This design comes from an exercise in tuning for small area on the open sky130 flow, not from production work.
RTL that was checked went through simulation tests only; none was proved equivalent to the original.
Power figures rest on the tool's default switching activity, not on a simulated workload.

==> inputs of job 1473 <==
==> flow/design.v <==
module sync_fifo #(
    parameter DATA_WIDTH = 8,
    parameter DEPTH = 32,
    parameter ALMOST_COUNT = 2
) (
    input wire clk,
    input wire reset,
    input wire wr_en,
    input wire rd_en,
    input wire [DATA_WIDTH-1:0] wr_data,
    output reg [DATA_WIDTH-1:0] rd_data,
    output wire empty,
    output wire full,
    output wire almost_empty,
    output wire almost_full,
    output wire valid,
    output wire overflow,
    output wire underflow,
    output wire [DEPTH:0] count
);
localparam AW = $clog2(DEPTH);
reg [AW:0] n;                           
reg [DATA_WIDTH-1:0] mem [0:DEPTH-1];   
assign empty        = (n == 0);
assign full         = n[AW];
assign almost_empty = (n != 0) && (n <= ALMOST_COUNT);
assign almost_full  = !n[AW] && (n >= DEPTH - ALMOST_COUNT);
assign valid        = rd_en && !empty;
assign overflow     = wr_en && full;
assign underflow    = rd_en && empty;
assign count        = {{(DEPTH-AW){1'b0}}, n};
wire do_wr = wr_en && !full;
wire do_rd = valid;
always @(posedge clk or posedge reset) begin
    if (reset)
        n <= 0;
    else if (do_wr != do_rd)
        n <= do_wr ? n + 1'b1 : n - 1'b1;
end
integer i;
always @(posedge clk) begin
    if (do_wr) begin
        mem[0] <= wr_data;
        for (i = 1; i < DEPTH; i = i + 1)
            mem[i] <= mem[i-1];
    end
end
wire [AW-1:0] ra = n[AW-1:0] - 1'b1;
wire [DEPTH-1:0] rsel = {{(DEPTH-1){1'b0}}, 1'b1} << ra;
localparam NG = (DEPTH + 2) / 3;             
wire [DATA_WIDTH-1:0] grp_n [0:NG-1];        
genvar g, b;
generate
    for (g = 0; g < NG; g = g + 1) begin : grp
        for (b = 0; b < DATA_WIDTH; b = b + 1) begin : bit_
            if (3*g + 2 < DEPTH) begin : full3
                sync_fifo_aoi222 u (
                    .a1(rsel[3*g]),   .a2(mem[3*g][b]),
                    .b1(rsel[3*g+1]), .b2(mem[3*g+1][b]),
                    .c1(rsel[3*g+2]), .c2(mem[3*g+2][b]),
                    .y(grp_n[g][b]));
            end else begin : part2
                sync_fifo_aoi22 u (
                    .a1(rsel[3*g]),   .a2(mem[3*g][b]),
                    .b1(rsel[3*g+1]), .b2(mem[3*g+1][b]),
                    .y(grp_n[g][b]));
            end
        end
    end
endgenerate
reg [DATA_WIDTH-1:0] rword;
integer j;
always @(*) begin
    rword = {DATA_WIDTH{1'b1}};
    for (j = 0; j < NG; j = j + 1)
        rword = rword & grp_n[j];
    rword = ~rword;
end
always @(posedge clk) begin
    if (do_rd)
        rd_data <= rword;
end
endmodule
module sync_fifo_aoi222 (
    input wire a1, a2, b1, b2, c1, c2,
    output wire y
);
assign y = ~((a1 & a2) | (b1 & b2) | (c1 & c2));
endmodule
module sync_fifo_aoi22 (
    input wire a1, a2, b1, b2,
    output wire y
);
assign y = ~((a1 & a2) | (b1 & b2));
endmodule
==> flow/flow/run.sh <==
#!/bin/bash
# Own layout flow: the standard flow (standard.sh), with
#  - synthesis identical except for the ABC script used for the
#    combinational mapping (flow/abc_area.script, an area-oriented
#    mapping); registers are mapped exactly as in the standard synthesis;
#  - smaller port buffers, one shared tie cell, and a clock tree of small
#    buffers without dummy loads.
# Each tool's full output goes to the ORFS logs under orfs/logs and to
# standard.log in this folder.
set -euo pipefail
HERE=$(pwd)
mkdir -p mysynth
sed "s#log_cmd abc {\*}\$abc_args#log_cmd abc {*}[lreplace \$abc_args 1 1 $HERE/flow/abc_area.script]#" \
    "$FLOW_HOME/scripts/synth.tcl" > mysynth/synth.tcl
grep -q "flow/abc_area.script" mysynth/synth.tcl
sed "s#\$::env(SCRIPTS_DIR)/synth.tcl#$HERE/mysynth/synth.tcl#" synth_recipe.tcl > mysynth/synth_recipe.tcl
grep -q "mysynth/synth.tcl" mysynth/synth_recipe.tcl

source "$HERE/flow/settings.sh"

bash standard.sh \
    SYNTH_SCRIPT="$HERE/mysynth/synth_recipe.tcl" \
    "${EXTRA[@]}" \
    finish > standard.log 2>&1
==> flow/flow/abc_area.script <==
strash
&get -n
&st
&syn2
&dch
&nf -R 1000
&put
==> flow/flow/settings.sh <==
EXTRA=(
    CORE_UTILIZATION=70
    SKIP_REPAIR_TIE_FANOUT=1
    "SYNTH_KEEP_MODULES=sync_fifo_aoi222 sync_fifo_aoi22"
    "BUFFER_PORTS_ARGS=-buffer_cell sky130_fd_sc_hd__buf_1"
    "CTS_ARGS=-sink_clustering_enable -repair_clock_nets -dont_use_dummy_load -buf_list {sky130_fd_sc_hd__clkbuf_4 sky130_fd_sc_hd__clkbuf_8} -sink_clustering_size 16 -sink_clustering_max_diameter 60"
)
==> flow/standard.sh <==
#!/bin/bash
# synth_recipe.tcl (not shown) runs the flow's synth.tcl, then flattens the netlist and writes it again
# the make line also repeats each setting of config.mk as NAME=value (left out here)
make -C /OpenROAD-flow-scripts/flow DESIGN_CONFIG=/design/flow/config.mk WORK_HOME=/design/flow/orfs CLKGATE_MAP_FILE= SYNTH_SCRIPT=/design/flow/synth_recipe.tcl "${@:-finish}"
==> flow/config.mk <==
export PLATFORM = sky130hd
export DESIGN_NAME = sync_fifo
export DESIGN_NICKNAME = sync_fifo
export VERILOG_FILES = /design/flow/design.v
export SDC_FILE = /design/flow/constraint.sdc
export NUM_CORES = 4
export LEC_CHECK = 0
export CAP_MARGIN = 20
export CORE_MARGIN = 2
export CORE_UTILIZATION = 40
export SLEW_MARGIN = 20
==> flow/constraint.sdc <==
create_clock -name core_clock -period 6.5 [get_ports {clk}]
set_input_delay 1.3000 -clock core_clock [delete_from_list [all_inputs] [get_ports {clk}]]
set_output_delay 1.3000 -clock core_clock [all_outputs]
set_load 0.01 [all_outputs]
==> job 5925: changes against job 1473 <==
--- a/flow/design.v
+++ b/flow/design.v
@@ -31,11 +31,25 @@
 assign count        = {{(DEPTH-AW){1'b0}}, n};
 wire do_wr = wr_en && !full;
 wire do_rd = valid;
+wire up = do_wr && !do_rd;
+wire dn = do_rd && !do_wr;
+reg [AW:0] tgl;
+reg all1, all0;
+integer k;
+always @(*) begin
+    all1 = 1'b1;
+    all0 = 1'b1;
+    for (k = 0; k <= AW; k = k + 1) begin
+        tgl[k] = (up && all1) || (dn && all0);
+        all1 = all1 && n[k];
+        all0 = all0 && !n[k];
+    end
+end
 always @(posedge clk or posedge reset) begin
     if (reset)
         n <= 0;
-    else if (do_wr != do_rd)
-        n <= do_wr ? n + 1'b1 : n - 1'b1;
+    else
+        n <= n ^ tgl;
 end
 integer i;
 always @(posedge clk) begin
@@ -45,8 +59,8 @@
             mem[i] <= mem[i-1];
     end
 end
-wire [AW-1:0] ra = n[AW-1:0] - 1'b1;
-wire [DEPTH-1:0] rsel = {{(DEPTH-1){1'b0}}, 1'b1} << ra;
+wire [DEPTH-1:0] nsel = {{(DEPTH-1){1'b0}}, 1'b1} << n[AW-1:0];
+wire [DEPTH-1:0] rsel = {nsel[0], nsel[DEPTH-1:1]};
 localparam NG = (DEPTH + 2) / 3;             
 wire [DATA_WIDTH-1:0] grp_n [0:NG-1];        
 genvar g, b;
==> flow/flow/settings.sh (replaced) <==
EXTRA=(
    CORE_UTILIZATION=80
    PLACE_DENSITY=0.85
    SKIP_REPAIR_TIE_FANOUT=1
    "SYNTH_KEEP_MODULES=sync_fifo_aoi222 sync_fifo_aoi22"
    "BUFFER_PORTS_ARGS=-buffer_cell sky130_fd_sc_hd__buf_1"
    "CTS_ARGS=-sink_clustering_enable -repair_clock_nets -dont_use_dummy_load -buf_list {sky130_fd_sc_hd__clkbuf_2 sky130_fd_sc_hd__clkbuf_8} -root_buf sky130_fd_sc_hd__clkbuf_2 -tree_buf sky130_fd_sc_hd__clkbuf_2 -sink_clustering_buffer sky130_fd_sc_hd__clkbuf_8 -sink_clustering_size 18 -sink_clustering_max_diameter 70"
)
==> job 6033: changes against job 1473 <==
--- a/flow/design.v
+++ b/flow/design.v
@@ -31,11 +31,25 @@
 assign count        = {{(DEPTH-AW){1'b0}}, n};
 wire do_wr = wr_en && !full;
 wire do_rd = valid;
+wire up = do_wr && !do_rd;
+wire dn = do_rd && !do_wr;
+reg [AW:0] tgl;
+reg all1, all0;
+integer k;
+always @(*) begin
+    all1 = 1'b1;
+    all0 = 1'b1;
+    for (k = 0; k <= AW; k = k + 1) begin
+        tgl[k] = (up && all1) || (dn && all0);
+        all1 = all1 && n[k];
+        all0 = all0 && !n[k];
+    end
+end
 always @(posedge clk or posedge reset) begin
     if (reset)
         n <= 0;
-    else if (do_wr != do_rd)
-        n <= do_wr ? n + 1'b1 : n - 1'b1;
+    else
+        n <= n ^ tgl;
 end
 integer i;
 always @(posedge clk) begin
@@ -45,8 +59,8 @@
             mem[i] <= mem[i-1];
     end
 end
-wire [AW-1:0] ra = n[AW-1:0] - 1'b1;
-wire [DEPTH-1:0] rsel = {{(DEPTH-1){1'b0}}, 1'b1} << ra;
+wire [DEPTH-1:0] nsel = {{(DEPTH-1){1'b0}}, 1'b1} << n[AW-1:0];
+wire [DEPTH-1:0] rsel = {nsel[0], nsel[DEPTH-1:1]};
 localparam NG = (DEPTH + 2) / 3;             
 wire [DATA_WIDTH-1:0] grp_n [0:NG-1];        
 genvar g, b;
==> flow/flow/settings.sh (replaced) <==
EXTRA=(
    CORE_UTILIZATION=88
    PLACE_DENSITY=0.92
    SKIP_REPAIR_TIE_FANOUT=1
    "SYNTH_KEEP_MODULES=sync_fifo_aoi222 sync_fifo_aoi22"
    "BUFFER_PORTS_ARGS=-buffer_cell sky130_fd_sc_hd__buf_1"
    "CTS_ARGS=-sink_clustering_enable -repair_clock_nets -dont_use_dummy_load -buf_list {sky130_fd_sc_hd__clkbuf_4 sky130_fd_sc_hd__clkbuf_8} -root_buf sky130_fd_sc_hd__clkbuf_4 -tree_buf sky130_fd_sc_hd__clkbuf_4 -sink_clustering_buffer sky130_fd_sc_hd__clkbuf_8 -sink_clustering_size 18 -sink_clustering_max_diameter 70"
)
==> summary.txt <==
Cells and area
  • Max reg flops: 256

Die
  • Die width: 114 µm

Power
  • Comb power: 0.821 mW
  • Clock share of power: 15.9%

Logic synthesis
  • Compound-Gate Fraction of Synth Area: 9.12%
  • Simple-gate share of the synthesized area: 4.54%

Timing
  • Hold Worst Slack: 431 ps

Clock tree
  • # clock sinks: 270

Outcome
  • Status: finished clean
The numbers above come from job 5925.

==> summary.txt <==
Outcome
  • Status: finished clean

Cells and area
  • Max reg flops: 256
  • Most common cell after layout, fill and taps aside: edfxtp_1
  • Nonclk buf count: 34

Timing
  • Hold Worst Slack: 444 ps

Power
  • Comb power: roughly 1 mW

Clock tree
  • # clock sinks: 270

Global route
  • M1 GR Usage: 38.7%

Die
  • Die width: between 100 and 150 µm

Logic synthesis
  • Compound-Gate Fraction of Synth Area: 9.58%
The numbers above come from job 1473.

==> summary.txt <==
Outcome
  • Exit stage: detailed placement
  • First Err: [ERROR DPL-0033] detailed placement checks failed during check placement.
  • Status: stopped before the end

Die
  • I/O pin cnt: 60
  • Die width: roughly 110 µm

Logic synthesis
  • Simple-gate share of the synthesized area: 4.54%
  • Compound-Gate Fraction of Synth Area: about 9.1%
The numbers above come from job 6033.

The RTL of job 1473 was laid out without a check of its function.

[re-timing with driven ports]
In the flow no input, the clock included, has a driving cell. The finished layouts below were timed again as built, in two steps. Step 1 sets driving cells, clkbuf_16 on the clock port and buf_2 on the other inputs (assumed; they add their load-dependent delay and slew). Step 2 also shifts input and output timing later by t, the mid clock arrival at the registers, as if the neighbouring blocks saw the same clock. a / b / c = ideal ports / drivers / drivers and shift; a / b = the first two.
run	t (ns)	setup slack, ns	hold WS [ns]	worst register clock-pin slew, ns
job 1473	0.528	2.615 / 2.578 / 2.966	0.444 / 0.444 / 0.444	0.09 / 0.09
job 5925	0.720	2.382 / 2.346 / 2.959	0.431 / 0.417 / 0.431	0.11 / 0.11
After both steps every run listed still meets setup and hold.
